Source: an optimization exercise on an open RTL-to-GDS flow (aim: small area, a short achievable clock period and few clock cycles per item). Production flows keep margins and buffers that such runs may drop.
Where RTL was checked, it was by simulation tests only, not by an equivalence proof against the original.
Only the layout flow was run in runs 2 and 3; the RTL was not checked for function there.
No activity file was given, so power comes from the tool's default toggle rates.

## flow/design.v (module list and top-level ports; edited modules follow where they fit)
// module multiplier: 1672 lines
// module mul_fa: 10 lines
// module mul_xor: 7 lines
module multiplier #(
    parameter WIDTH = 32
)(
    input  logic                   clk,
    input  logic                   rst_n,
    input  logic                   start,
    input  logic [WIDTH-1:0]       a,
    input  logic [WIDTH-1:0]       b,
    output logic [2*WIDTH-1:0]     result,
    output logic                   done
);
  // ...
==> flow/run.sh <==
#!/bin/bash
# synth_recipe.tcl (not shown) runs the flow's synth.tcl, then flattens the netlist and writes it again
# the make line also repeats each setting of config.mk as NAME=value (left out here)
make -C /OpenROAD-flow-scripts/flow DESIGN_CONFIG=/design/flow/config.mk WORK_HOME=/design/flow/orfs CLKGATE_MAP_FILE= SYNTH_SCRIPT=/design/flow/synth_recipe.tcl finish
==> flow/config.mk <==
export PLATFORM = sky130hd
export DESIGN_NAME = multiplier
export DESIGN_NICKNAME = multiplier
export VERILOG_FILES = /design/flow/design.v
export SDC_FILE = /design/flow/constraint.sdc
export NUM_CORES = 4
export LEC_CHECK = 0
export ABC_AREA = 1
export CAP_MARGIN = 20
export CORE_MARGIN = 2
export CORE_UTILIZATION = 40
export GPL_TIMING_DRIVEN = 0
export SLEW_MARGIN = 20
export SYNTH_HIERARCHICAL = 1
export SYNTH_MINIMUM_KEEP_SIZE = 0
==> flow/constraint.sdc <==
create_clock -name core_clock -period 5.0 [get_ports {clk}]
set_input_delay 1.0000 -clock core_clock [delete_from_list [all_inputs] [get_ports {clk}]]
set_output_delay 1.0000 -clock core_clock [all_outputs]
set_load 0.01 [all_outputs]
==> impl_metrics.toml, run 1 <==
[run_status]
outcome = "complete, but fails checks"
check_failures = "setup timing"

[timing]
setup_total_negative_slack_ns = -0.0933
worst-slew-pin-transition_ns = 0.999
final.setup.worst_slack_ns = -0.0739
min_period_over_period = 1.01
finalHoldViolCount = 0
fmaxAchievable_ghz = 0.197
setup-violations-final = 2

[placement]
placedInstanceArea_um2 = 29700
post-dp-hpwl_um = 83400

[clock_tree]
cts.sink_count = 140
cts_max_level = 4
cts_tree = "done"

[route]
met3_wirelength_um = 10200
vias_per_cell = 5.87
wl_um = 106000
met1_layer_wirelength_in_the_final_routing_um = 41100

[layout]
n_all_inverters = 282
layout_cell_share_with_drive_strength_beyond_1 = 0.158
multi_input_area_share = 0.679
layout.cells.most_common_list = "sky130_fd_sc_hd__xor2_1 (494), sky130_fd_sc_hd__o22ai_1 (476), sky130_fd_sc_hd__fa_1 (471), sky130_fd_sc_hd__nand2_1 (348), sky130_fd_sc_hd__inv_1 (266)"
antennaDiodeCount = 0
multiInputGateArea_um2 = 21900

[critical_path]
critPathLaunch = "a[15]"
end_point_of_the_critical_path = "r32_1"
critPathArrivalTime_ns = 5.31
critical_path_buf_inv_count = 3

[run]
max-cap-violations = 0

[global_route]
grt_pass1_wl_um = 155000
grt.overflow.total = 0
groute.usage.overall = 0.306
grtUsageMet1 = 0.400
grt_start_max_net_pins = 75
grt_use_met3 = 0.0631

[yosys]
synth_top_family_by_area = "adder cells"
ys_dominant_reg_cell = "sky130_fd_sc_hd__edfxtp_1"
synth_async_sr_flop_share = 0.00714
synth-edff-count = 139
synth-warning-count = 7
synth-seq-area-share = 0.154
postSynthRegisterBits = 140

[floorplanning]
design.core.area_um2 = 67300
die_height_um = 265
Testbench counts, summed over its fixed seeds: cycles 1,280, items 1,280.
==> run 2, diff against run 1 <==
--- a/flow/design.v
+++ b/flow/design.v
@@ -474,6 +474,6 @@
   wire s1_s224, s1_c224;
   mul_fa s1_u224 (.x(s1_c209), .y(s1_s222), .z(s1_s223), .s(s1_s224), .c(s1_c224));
-  wire s1_s225, s1_c225;
-  mul_fa s1_u225 (.x(1'b1), .y((a[1] & b[31])), .z(bp[10][13]), .s(s1_s225), .c(s1_c225));
+  wire s1_s225 = ~((a[1] & b[31]) ^ bp[10][13]);
+  wire s1_c225 = (a[1] & b[31]) | bp[10][13];
   wire s1_s226, s1_c226;
   mul_fa s1_u226 (.x(bp[11][11]), .y(bp[12][9]), .z(bp[13][7]), .s(s1_s226), .c(s1_c226));
@@ -502,6 +502,6 @@
   wire s1_s238, s1_c238;
   mul_fa s1_u238 (.x(s1_s235), .y(s1_s236), .z(s1_c222), .s(s1_s238), .c(s1_c238));
-  wire s1_s239, s1_c239;
-  mul_fa s1_u239 (.x(1'b1), .y((a[2] & b[31])), .z(bp[10][14]), .s(s1_s239), .c(s1_c239));
+  wire s1_s239 = ~((a[2] & b[31]) ^ bp[10][14]);
+  wire s1_c239 = (a[2] & b[31]) | bp[10][14];
   wire s1_s240, s1_c240;
   mul_fa s1_u240 (.x(bp[11][12]), .y(bp[12][10]), .z(bp[13][8]), .s(s1_s240), .c(s1_c240));
@@ -556,6 +556,6 @@
   wire s1_s265, s1_c265;
   mul_fa s1_u265 (.x(s1_s262), .y(s1_s263), .z(s1_c250), .s(s1_s265), .c(s1_c265));
-  wire s1_s266, s1_c266;
-  mul_fa s1_u266 (.x(1'b1), .y((a[4] & b[31])), .z(bp[10][16]), .s(s1_s266), .c(s1_c266));
+  wire s1_s266 = ~((a[4] & b[31]) ^ bp[10][16]);
+  wire s1_c266 = (a[4] & b[31]) | bp[10][16];
   wire s1_s267, s1_c267;
   mul_fa s1_u267 (.x(bp[11][14]), .y(bp[12][12]), .z(bp[13][10]), .s(s1_s267), .c(s1_c267));
@@ -606,6 +606,6 @@
   wire s1_s290, s1_c290;
   mul_fa s1_u290 (.x(s1_s287), .y(s1_s288), .z(s1_c276), .s(s1_s290), .c(s1_c290));
-  wire s1_s291, s1_c291;
-  mul_fa s1_u291 (.x(1'b1), .y((a[6] & b[31])), .z(bp[10][18]), .s(s1_s291), .c(s1_c291));
+  wire s1_s291 = ~((a[6] & b[31]) ^ bp[10][18]);
+  wire s1_c291 = (a[6] & b[31]) | bp[10][18];
   wire s1_s292, s1_c292;
   mul_fa s1_u292 (.x(bp[11][16]), .y(bp[12][14]), .z(bp[13][12]), .s(s1_s292), .c(s1_c292));
@@ -654,6 +654,6 @@
   wire s1_s314, s1_c314;
   mul_fa s1_u314 (.x(s1_c301), .y(s1_s312), .z(s1_s313), .s(s1_s314), .c(s1_c314));
-  wire s1_s315, s1_c315;
-  mul_fa s1_u315 (.x(1'b1), .y((a[8] & b[31])), .z(bp[10][20]), .s(s1_s315), .c(s1_c315));
+  wire s1_s315 = ~((a[8] & b[31]) ^ bp[10][20]);
+  wire s1_c315 = (a[8] & b[31]) | bp[10][20];
   wire s1_s316, s1_c316;
   mul_fa s1_u316 (.x(bp[11][18]), .y(bp[12][16]), .z(bp[13][14]), .s(s1_s316), .c(s1_c316));
@@ -698,6 +698,6 @@
   wire s1_s336, s1_c336;
   mul_fa s1_u336 (.x(s1_s334), .y(s1_c324), .z(s1_s335), .s(s1_s336), .c(s1_c336));
-  wire s1_s337, s1_c337;
-  mul_fa s1_u337 (.x(1'b1), .y((a[10] & b[31])), .z(bp[10][22]), .s(s1_s337), .c(s1_c337));
+  wire s1_s337 = ~((a[10] & b[31]) ^ bp[10][22]);
+  wire s1_c337 = (a[10] & b[31]) | bp[10][22];
   wire s1_s338, s1_c338;
   mul_fa s1_u338 (.x(bp[11][20]), .y(bp[12][18]), .z(bp[13][16]), .s(s1_s338), .c(s1_c338));
@@ -740,6 +740,6 @@
   wire s1_s357, s1_c357;
   mul_fa s1_u357 (.x(s1_c345), .y(s1_s355), .z(s1_c346), .s(s1_s357), .c(s1_c357));
-  wire s1_s358, s1_c358;
-  mul_fa s1_u358 (.x(1'b1), .y((a[12] & b[31])), .z(bp[10][24]), .s(s1_s358), .c(s1_c358));
+  wire s1_s358 = ~((a[12] & b[31]) ^ bp[10][24]);
+  wire s1_c358 = (a[12] & b[31]) | bp[10][24];
   wire s1_s359, s1_c359;
   mul_fa s1_u359 (.x(bp[11][22]), .y(bp[12][20]), .z(bp[13][18]), .s(s1_s359), .c(s1_c359));
@@ -778,6 +778,6 @@
   wire s1_s376, s1_c376;
   mul_fa s1_u376 (.x(s1_c365), .y(s1_s374), .z(s1_s375), .s(s1_s376), .c(s1_c376));
-  wire s1_s377, s1_c377;
-  mul_fa s1_u377 (.x(1'b1), .y((a[14] & b[31])), .z(bp[10][26]), .s(s1_s377), .c(s1_c377));
+  wire s1_s377 = ~((a[14] & b[31]) ^ bp[10][26]);
+  wire s1_c377 = (a[14] & b[31]) | bp[10][26];
   wire s1_s378, s1_c378;
   mul_fa s1_u378 (.x(bp[11][24]), .y(bp[12][22]), .z(bp[13][20]), .s(s1_s378), .c(s1_c378));
@@ -812,6 +812,6 @@
   wire s1_s393, s1_c393;
   mul_fa s1_u393 (.x(s1_c383), .y(s1_s391), .z(s1_s392), .s(s1_s393), .c(s1_c393));
-  wire s1_s394, s1_c394;
-  mul_fa s1_u394 (.x(1'b1), .y((a[16] & b[31])), .z(bp[10][28]), .s(s1_s394), .c(s1_c394));
+  wire s1_s394 = ~((a[16] & b[31]) ^ bp[10][28]);
+  wire s1_c394 = (a[16] & b[31]) | bp[10][28];
   wire s1_s395, s1_c395;
   mul_fa s1_u395 (.x(bp[11][26]), .y(bp[12][24]), .z(bp[13][22]), .s(s1_s395), .c(s1_c395));
@@ -842,6 +842,6 @@
   wire s1_s408, s1_c408;
   mul_fa s1_u408 (.x(s1_s406), .y(s1_c399), .z(s1_s407), .s(s1_s408), .c(s1_c408));
-  wire s1_s409, s1_c409;
-  mul_fa s1_u409 (.x(1'b1), .y((a[18] & b[31])), .z(bp[10][30]), .s(s1_s409), .c(s1_c409));
+  wire s1_s409 = ~((a[18] & b[31]) ^ bp[10][30]);
+  wire s1_c409 = (a[18] & b[31]) | bp[10][30];
   wire s1_s410, s1_c410;
   mul_fa s1_u410 (.x(bp[11][28]), .y(bp[12][26]), .z(bp[13][24]), .s(s1_s410), .c(s1_c410));
@@ -870,6 +870,6 @@
   wire s1_s422, s1_c422;
   mul_fa s1_u422 (.x(s1_s420), .y(s1_c415), .z(s1_s421), .s(s1_s422), .c(s1_c422));
-  wire s1_s423, s1_c423;
-  mul_fa s1_u423 (.x(1'b1), .y((a[20] & b[31])), .z(bp[10][32]), .s(s1_s423), .c(s1_c423));
+  wire s1_s423 = ~((a[20] & b[31]) ^ bp[10][32]);
+  wire s1_c423 = (a[20] & b[31]) | bp[10][32];
   wire s1_s424, s1_c424;
   mul_fa s1_u424 (.x(bp[11][30]), .y(bp[12][28]), .z(bp[13][26]), .s(s1_s424), .c(s1_c424));
@@ -894,6 +894,6 @@
   wire s1_s434, s1_c434;
   mul_fa s1_u434 (.x(s1_s432), .y(s1_c428), .z(s1_s433), .s(s1_s434), .c(s1_c434));
-  wire s1_s435, s1_c435;
-  mul_fa s1_u435 (.x(1'b1), .y((a[22] & b[31])), .z(bp[11][32]), .s(s1_s435), .c(s1_c435));
+  wire s1_s435 = ~((a[22] & b[31]) ^ bp[11][32]);
+  wire s1_c435 = (a[22] & b[31]) | bp[11][32];
   wire s1_s436, s1_c436;
   mul_fa s1_u436 (.x(bp[12][30]), .y(bp[13][28]), .z(bp[14][26]), .s(s1_s436), .c(s1_c436));
@@ -914,6 +914,6 @@
   wire s1_s444, s1_c444;
   mul_fa s1_u444 (.x(s1_c438), .y(s1_s443), .z(s1_c439), .s(s1_s444), .c(s1_c444));
-  wire s1_s445, s1_c445;
-  mul_fa s1_u445 (.x(1'b1), .y((a[24] & b[31])), .z(bp[12][32]), .s(s1_s445), .c(s1_c445));
+  wire s1_s445 = ~((a[24] & b[31]) ^ bp[12][32]);
+  wire s1_c445 = (a[24] & b[31]) | bp[12][32];
   wire s1_s446, s1_c446;
   mul_fa s1_u446 (.x(bp[13][30]), .y(bp[14][28]), .z(bp[15][26]), .s(s1_s446), .c(s1_c446));
@@ -930,6 +930,6 @@
   wire s1_s452, s1_c452;
   mul_fa s1_u452 (.x(s1_s450), .y(s1_c448), .z(s1_s451), .s(s1_s452), .c(s1_c452));
-  wire s1_s453, s1_c453;
-  mul_fa s1_u453 (.x(1'b1), .y((a[26] & b[31])), .z(bp[13][32]), .s(s1_s453), .c(s1_c453));
+  wire s1_s453 = ~((a[26] & b[31]) ^ bp[13][32]);
+  wire s1_c453 = (a[26] & b[31]) | bp[13][32];
   wire s1_s454, s1_c454;
   mul_fa s1_u454 (.x(bp[14][30]), .y(bp[15][28]), .z(s1_c449), .s(s1_s454), .c(s1_c454));
@@ -944,6 +944,6 @@
   wire s1_s459, s1_c459;
   mul_fa s1_u459 (.x(s1_c454), .y(s1_s458), .z(s1_c455), .s(s1_s459), .c(s1_c459));
-  wire s1_s460, s1_c460;
-  mul_fa s1_u460 (.x(1'b1), .y((a[28] & b[31])), .z(bp[14][32]), .s(s1_s460), .c(s1_c460));
+  wire s1_s460 = ~((a[28] & b[31]) ^ bp[14][32]);
+  wire s1_c460 = (a[28] & b[31]) | bp[14][32];
   wire s1_s461, s1_c461;
   mul_fa s1_u461 (.x(bp[15][30]), .y(s1_c457), .z(s1_s460), .s(s1_s461), .c(s1_c461));
@@ -954,6 +954,6 @@
   wire s1_s464, s1_c464;
   mul_fa s1_u464 (.x(s1_c460), .y(s1_s463), .z(s1_c461), .s(s1_s464), .c(s1_c464));
-  wire s1_s465, s1_c465;
-  mul_fa s1_u465 (.x(1'b1), .y((a[30] & b[31])), .z(bp[15][32]), .s(s1_s465), .c(s1_c465));
+  wire s1_s465 = ~((a[30] & b[31]) ^ bp[15][32]);
+  wire s1_c465 = (a[30] & b[31]) | bp[15][32];
   wire s1_s466, s1_c466;
   mul_fa s1_u466 (.x(s1_c463), .y(s1_s465), .z(s1_c464), .s(s1_s466), .c(s1_c466));
--- a/flow/config.mk
+++ b/flow/config.mk
@@ -10,5 +10,4 @@
 export CORE_MARGIN = 2
 export CORE_UTILIZATION = 40
-export GPL_TIMING_DRIVEN = 0
 export SLEW_MARGIN = 20
 export SYNTH_HIERARCHICAL = 1
==> run 2 against run 1 <==
Synthesized cell count grew 0.35%. Cell area grew 1.5%. Final cell count is essentially flat. Power grew 1.1%. Fmax grew 3.5%. The run now finishes clean. Clock power grew 12%. Largest cell class unchanged. Sequential power is essentially flat. Critical path depth grew 9. Highest routed layer unchanged.
==> impl_metrics.toml, run 2 <==
[floorplanning]
fp-row-count = 95
initial_core_util = 0.404
die_w_um = 265
io_pins = 132
design.core.area_um2 = 67300
die_height_um = 265
die_area_um2 = 70000

[yosys]
cell_accounting_for_the_most_synthesized_area = "sky130_fd_sc_hd__fa_1"
ys_types = 36
synthesis.instances = 2836
synth-seq-area-share = 0.155
synth_async_sr_flop_share = 0.00714
synth-edff-count = 139
synth_top_family_by_area = "adder cells"
post_synth_main_area_contributors = "sky130_fd_sc_hd__fa_1 (35%), sky130_fd_sc_hd__xor2_1 (17%), sky130_fd_sc_hd__edfxtp_1 (15%)"
avgSynthCellArea_um2 = 9.58
yosysMostFrequentCell = "sky130_fd_sc_hd__xor2_1"
synth_compound_gate_area_share = 0.134
ys_dominant_reg_cell = "sky130_fd_sc_hd__edfxtp_1"
syn_area_um2 = 27200
postSynthRegisterBits = 140
synth-warning-count = 7
synthAdderAreaFrac = 0.397
synth_top_cells_by_count = "sky130_fd_sc_hd__xor2_1 (518), sky130_fd_sc_hd__o22ai_1 (496), sky130_fd_sc_hd__fa_1 (472)"
synthMuxAreaShare = 0
synth_top_area_frac = 0.348
synthSimpleGateAreaFrac = 0.0687
synth-xor-area-share = 0.167

[layout]
ff_latch_area_um2 = 4200
antennaDiodeCount = 0
layout.cells.most_common = "sky130_fd_sc_hd__xor2_1"
fin_nets = 3688
layout.cells.most_common_list = "sky130_fd_sc_hd__xor2_1 (518), sky130_fd_sc_hd__o22ai_1 (496), sky130_fd_sc_hd__fa_1 (470), sky130_fd_sc_hd__nand2_1 (337), sky130_fd_sc_hd__inv_1 (301)"
layoutNonFillerInstCount = 3927
final.fill_count = 6188
area.growth.synth_to_final_pct = 20.2
multiInputGateArea_um2 = 21200
layout_cell_share_with_drive_strength_beyond_1 = 0.149

[timing]
finalHoldViolCount = 0
rsz0062_at_grt = "true"
final.min_clock_period_ns = 4.90
worst-slew-pin-transition_ns = 0.772
setup-violations-final = 0
min_period_over_period = 0.980
finalHoldWorstSlack_ns = 0.627
final-max-slew-violation-count = 0
fmaxAchievable_ghz = 0.204
max-slew-margin-rel = 0.485

[placement]
io_buffers = 131
place_inst = 3888
place.gp.congestion = 0.977
post-dp-hpwl_um = 72600

[critical_path]
timing.critical_path.slowest_stage_cell = "sky130_fd_sc_hd__fa_2"
path_class = "flop to output pin"
required_time_at_the_worst_slack_endpoint_ns = 4.00
cp_max_fo = 5
crit_chain = "fa_2 > fa_2 > ha_4 > nand2_4 > nor2_4 > nand4_1 > nor3_2 > nand2_4 > nand2_8 > nand2_4 > nand2_8 > nand2_4 > nand2_4 > nand2_2 > a21oi_2 > inv_1 > nand2_1 > nand2_1 > clkbuf_2"
cp-end-kind = "output pin"
critical_path_buf_inv_count = 2
cpLargestDelayFamily = "adder cells"
cell_type_with_the_highest_occurrence_count_on_the_critical_path = "sky130_fd_sc_hd__nand2_4"
startpoint_class_of_the_critical_path = "flop"
critPathArrivalTime_ns = 3.90
max_stage_delay_ns = 0.59

[route]
drt_pre_antenna_iters = 6
detail_route.drc_violations = 0
drtIter0Drc = 2362
vias_per_cell = 5.83
detailroute.via_count = 22900
detail-route-antenna-nets = 0
wl_um = 99000
detail_route.wl_per_cell_um = 25.2

[pwr]
vdd.ir_drop.worst_mv = 0.750
power.share.sequential = 0.126
sw_frac_of_total = 0.479
power.net_switching_uw = 11800
powerDensity_nw_per_um2 = 751
clock_power_share = 0.056
p_leak_uw = 0.0145
internal_power_uw = 12800
comb_power_share = 0.818

[global_route]
grt.overflow.total = 0
grt_pass1_wl_um = 150000
grt_pass1_vias = 24200
grt_antenna_before_repair = 0
grt_start_max_net_pins = 74
groute.usage.overall = 0.288

[clock_tree]
clk_transition_reported_paths_ns = 0.07
clockRootBuffer = "sky130_fd_sc_hd__clkbuf_16"
cts_tree = "done"
ctsLongestPathBuffers = 2
cts.sink_count = 140
number_of_buffers_created_by_cts = 17
cts_max_level = 4

[run]
max-cap-violations = 0

[run_status]
outcome = "complete, no violations"

[worst_hold_path]
worst_min_delay_path_category = "primary input to asynchronous set/reset pin"
[run 2: changes by cell type in the layout (fill, tap and decap cells not counted), sizes merged, moves of 7 or more]
| cell | delta |
|---|---|
| conb | -16 |
| nand2 | -14 |
| dlymetal6s2s | -12 |
| buf | +205 |
| ha | +16 |
| fa | -16 |
| inv | +20 |
| clkbuf | -187 |
| o21ai | -7 |
[run 2: path summary, 6_finish.rpt]
kind,from,to,slack [ns],cells after the start
max in group asynchronous,rst_n,done,4.28,1
min,rst_n,done,0.63,1
max,r37_0,result[63],0.1,19
min in group core_clock,b[1],r0_0,0.74,1
[run 2: cell families after synthesis]
family / after synthesis
xor+xnor: 518
flops: 140
simple gates: 456
buf+inv: 562
compound gates: 580
fa+ha+maj: 580
[run 2: power by group through the flow]
stage	Combinational, µW	Clock [µW]	Sequential, µW
finish	20100	1380	3080
global route	22600	1460	3150
CTS	19900	1430	3090
detailed placement	19400	0	3120
global placement	18900	0	3100
floorplan	12000	0	3010
[run 2: metal layers]
| layer | global-route usage | vias to the layer above | routed length [µm] |
|---|---|---|---|
| li1 | - | 9805 | - |
| met4 | 0.147 | 0 | 5590 |
| met1 | 0.364 | 11500 | 38300 |
| met2 | 0.461 | 1275 | 46000 |
| met5 | 0 | - | 0 |
| met3 | 0.0699 | 355 | 9110 |
[run 2: area by class of cell]
type                       instances  share of cell area
clock inverter                    15             0.00540
multi-input combinational       2134               0.648
sequential                       140               0.129
clock buffer                      17              0.0130
timing repair buffer             447               0.137
tap                              873              0.0334
inverter                         301              0.0346
[run 2: stage by stage]
stage,instance area [µm²],power (µW),setup TNS [ns],setup WS (ns),util
detailed placement,31800,22500,-18.28,-0.559,0.473
global route,32700,27200,-0.272,-0.120,0.485
finish,32700,24500,0,0.0991,0.485
floorplan,27200,15000,0,0.185,-
global placement,31800,22000,-16.88,-0.490,0.473
CTS,32500,24400,-0.234,-0.163,0.484
[run 2: what timing repair did]
action	in CTS	in global routing
hold buffers	0	0
pin swaps	8	16
resized for setup	59	40
endpoints found under the setup margin	30	40
setup buffers	2	5
[run 2: modules after synthesis (local to each module, per instance)]
module,copies in the design,flip-flops and latches
multiplier,1,140
mul_fa,472,0
mul_xor,63,0
==> run 3, diff against run 2 <==
--- a/flow/config.mk
+++ b/flow/config.mk
@@ -9,5 +9,5 @@
 export CAP_MARGIN = 20
 export CORE_MARGIN = 2
-export CORE_UTILIZATION = 40
+export CORE_UTILIZATION = 60
 export SLEW_MARGIN = 20
 export SYNTH_HIERARCHICAL = 1
==> run 3 against run 2 <==
Non-clock buffer count down 5. Worst setup slack worse by 0.022 ns. Clock power down 3%. Sequential share of layout area grew 0.16 points. Core utilization up 24 points. Sequential power is essentially flat. Synthesized cell count is the same. Critical path depth fell by 2. Critical path type unchanged. Highest routed layer is now met5. Wire length down 3.9%. Global-route usage is 13 points higher. Cell area down 1.2%. Largest cell class unchanged. Power grew 1.0%.
==> impl_metrics.toml, run 3 <==
[yosys]
synth_top_cells_by_count = "sky130_fd_sc_hd__xor2_1 (518), sky130_fd_sc_hd__o22ai_1 (496), sky130_fd_sc_hd__fa_1 (472)"
avgSynthCellArea_um2 = 9.58
cell_accounting_for_the_most_synthesized_area = "sky130_fd_sc_hd__fa_1"
post_synth_main_area_contributors = "sky130_fd_sc_hd__fa_1 (35%), sky130_fd_sc_hd__xor2_1 (17%), sky130_fd_sc_hd__edfxtp_1 (15%)"
ys_types = 36
synth_async_sr_flop_share = 0.00714
syn_area_um2 = 27200
synth-edff-count = 139
ys_dominant_reg_cell = "sky130_fd_sc_hd__edfxtp_1"
synth-warning-count = 7
postSynthRegisterBits = 140
yosysMostFrequentCell = "sky130_fd_sc_hd__xor2_1"
synthesis.instances = 2836
synth-seq-area-share = 0.155
synth_top_area_frac = 0.348

[timing]
max-slew-margin-rel = 0.509
worst-slew-pin-transition_ns = 0.737
finalHoldViolCount = 0
final.min_clock_period_ns = 4.92
final-max-slew-violation-count = 0
fmaxAchievable_ghz = 0.203
rsz0062_at_grt = "true"
setup_total_negative_slack_ns = 0
setup-violations-final = 0
min_period_over_period = 0.985
final.setup.worst_slack_ns = 0.0772
finalHoldWorstSlack_ns = 0.640

[critical_path]
timing.critical_path.slowest_stage_cell = "sky130_fd_sc_hd__fa_2"
cell_type_with_the_highest_occurrence_count_on_the_critical_path = "sky130_fd_sc_hd__nand2_1"
critPathArrivalTime_ns = 3.92
crit_chain = "ha_4 > fa_2 > ha_4 > nand2_1 > nor2_1 > nor2_1 > nand2_1 > a21oi_4 > nand2_8 > nand2_1 > nand3_4 > nand2_2 > nand2_2 > inv_1 > nand2_1 > nand2_1 > clkdlybuf4s50_1"
cpLargestDelayFamily = "simple AND/OR/NAND/NOR gates"
cp_max_fo = 4
required_time_at_the_worst_slack_endpoint_ns = 4.00
max_stage_delay_ns = 0.62
path_class = "flop to output pin"
critical_path_buf_inv_count = 2
cp-end-kind = "output pin"
startpoint_class_of_the_critical_path = "flop"

[layout]
area.growth.synth_to_final_pct = 18.7
antennaDiodeCount = 0
fin_nets = 3683
layoutNonFillerInstCount = 3641
layout.cells.most_common = "sky130_fd_sc_hd__xor2_1"
final.fill_count = 3261
layout_cell_share_with_drive_strength_beyond_1 = 0.148
multiInputGateArea_um2 = 21200
ff_latch_area_um2 = 4200
layout.cells.most_common_list = "sky130_fd_sc_hd__xor2_1 (518), sky130_fd_sc_hd__o22ai_1 (496), sky130_fd_sc_hd__fa_1 (470), sky130_fd_sc_hd__nand2_1 (338), sky130_fd_sc_hd__inv_1 (301)"

[global_route]
grt.overflow.total = 0
grt_antenna_before_repair = 2
grt_start_max_net_pins = 83
grt_pass1_wl_um = 144000
grt_pass1_vias = 24600
groute.usage.overall = 0.416

[worst_hold_path]
worst_min_delay_path_category = "primary input to asynchronous set/reset pin"

[route]
detail-route-antenna-nets = 0
detail_route.wl_per_cell_um = 26.1
wl_um = 95200
detail_route.drc_violations = 0
vias_per_cell = 6.42
drt_pre_antenna_iters = 7
drtIter0Drc = 2828
detailroute.via_count = 23400

[floorplanning]
die_w_um = 217
io_pins = 132
die_area_um2 = 47000
fp-row-count = 77
die_height_um = 217
design.core.area_um2 = 44500
initial_core_util = 0.611

[placement]
io_buffers = 131
place_inst = 3604
post-dp-hpwl_um = 70600
place.gp.congestion = 0.996
dpl_worst_slack_ns = -0.286

[run]
max-cap-violations = 0

[clock_tree]
cts.sink_count = 140
number_of_buffers_created_by_cts = 17
ctsLongestPathBuffers = 2
clk_transition_reported_paths_ns = 0.06
clockRootBuffer = "sky130_fd_sc_hd__clkbuf_16"
cts_max_level = 4
cts_tree = "done"

[pwr]
vdd.ir_drop.worst_mv = 1.39
p_leak_uw = 0.0145
powerDensity_nw_per_um2 = 769
pnr_total_power_uw = 24800

[run_status]
outcome = "complete, no violations"
run 3: changes by cell type in the layout (fill, tap and decap cells not counted), moves of 3 or more:
cell / change
sky130_fd_sc_hd__buf_4: -3
sky130_fd_sc_hd__nand2_4: -3
sky130_fd_sc_hd__clkbuf_2: +3
sky130_fd_sc_hd__inv_6: -3
sky130_fd_sc_hd__inv_8: -3
sky130_fd_sc_hd__clkdlybuf4s50_1: -3
sky130_fd_sc_hd__buf_12: -3
run 3: where the power goes:
| part | internal [µW] | switching, µW |
|---|---|---|
| clock network | 783 | 554 |
| logic | 9220 | 11100 |
| registers | 2820 | 266 |
run 3: through the flow:
| stage | area [µm²] | utilization |
|---|---|---|
| floorplan | 27200 | - |
| finish | 32300 | 0.725 |
| CTS | 32100 | 0.722 |
| global route | 32300 | 0.725 |
| detailed placement | 31400 | 0.705 |
| global placement | 31400 | 0.705 |
run 3: layout make-up:
cell class,instances,share of cell area
multi-input combinational,2134,0.657
timing repair buffer,442,0.137
sequential,140,0.130
inverter,301,0.0350
tap,592,0.0230
clock buffer,19,0.0134
clock inverter,13,0.00512
run 3: kinds of logic after synthesis:
logic type                 count (synthesis)  share of synthesized area
DFF                                      140                      0.155
xor gates and xnor gates                 518                      0.167
buffers and inverters                    562                     0.0786
and+or+nand+nor                          456                     0.0687
adders and majority gates                580                      0.397
AOI/OAI and AO/OA                        580                      0.134
run 3: metal layers:
metal	share of wire	wire length [µm]	GRT usage	vias to the layer above
li1	-	-	-	9804
met1	0.35	33300	0.496	11500
met2	0.47	44900	0.673	1610
met3	0.11	10500	0.122	470
met4	0.069	6530	0.245	4
met5	0.00023	22	0	-
run 3: worst paths after layout:
kind	startpoint	endpoint	slack, ns	cells past startpoint
max	r31_0	result[44]	0.08	17
min	rst_n	done	0.64	1
max in group asynchronous	rst_n	done	4.26	1
min in group core_clock	b[1]	r0_0	0.76	1
run 3: modules after synthesis, one instance, submodules excluded:
module      cells inside  copies in the design  area [µm²]  flops+latches
mul_xor                5                    63        18.8              0
mul_fa                 1                   472        20.0              0
multiplier          2049                     1       16500            140
run 3: timing repair:
item / CTS / global route
cloned: 0 / 0
pin swaps: 5 / 19
gates resized for setup: 48 / 61
buffers inserted: 4 / 1
hold buffers: 0 / 0
setup endpoints to repair: 28 / 22

## what the ideal ports hide
How much do the figures lean on ideal ports? The routed layouts below were timed once more, with nothing changed but the port constraints.
Step 1, drivers: a clkbuf_16 drives clk and a buf_2 each remaining input, both assumed.
Step 2 also shifts input and output timing later by t, the mid clock arrival at the registers, as if the neighbouring blocks saw the same clock.
a / b / c = no drivers / after step 1 / after step 2; a / b = the first two.
run | t (ns) | setup WS [ns] | slew at the worst register clock pin (ns) | pins driven straight from the clock port
run 1 | 0.554 | -0.074 / -0.037 / -0.590 | 0.07 / 0.07 | 1
run 2 | 0.565 | 0.099 / 0.036 / -0.377 | 0.08 / 0.08 | 1
run 3 | 0.553 | 0.077 / 0.017 / -0.336 | 0.07 / 0.07 | 1
Met with ideal ports but missed after step 2: setup timing in run 2 and run 3. For run 1, which loses most, drivers alone change the setup slack by +0.037 ns; drivers and shift together by -0.516 ns.
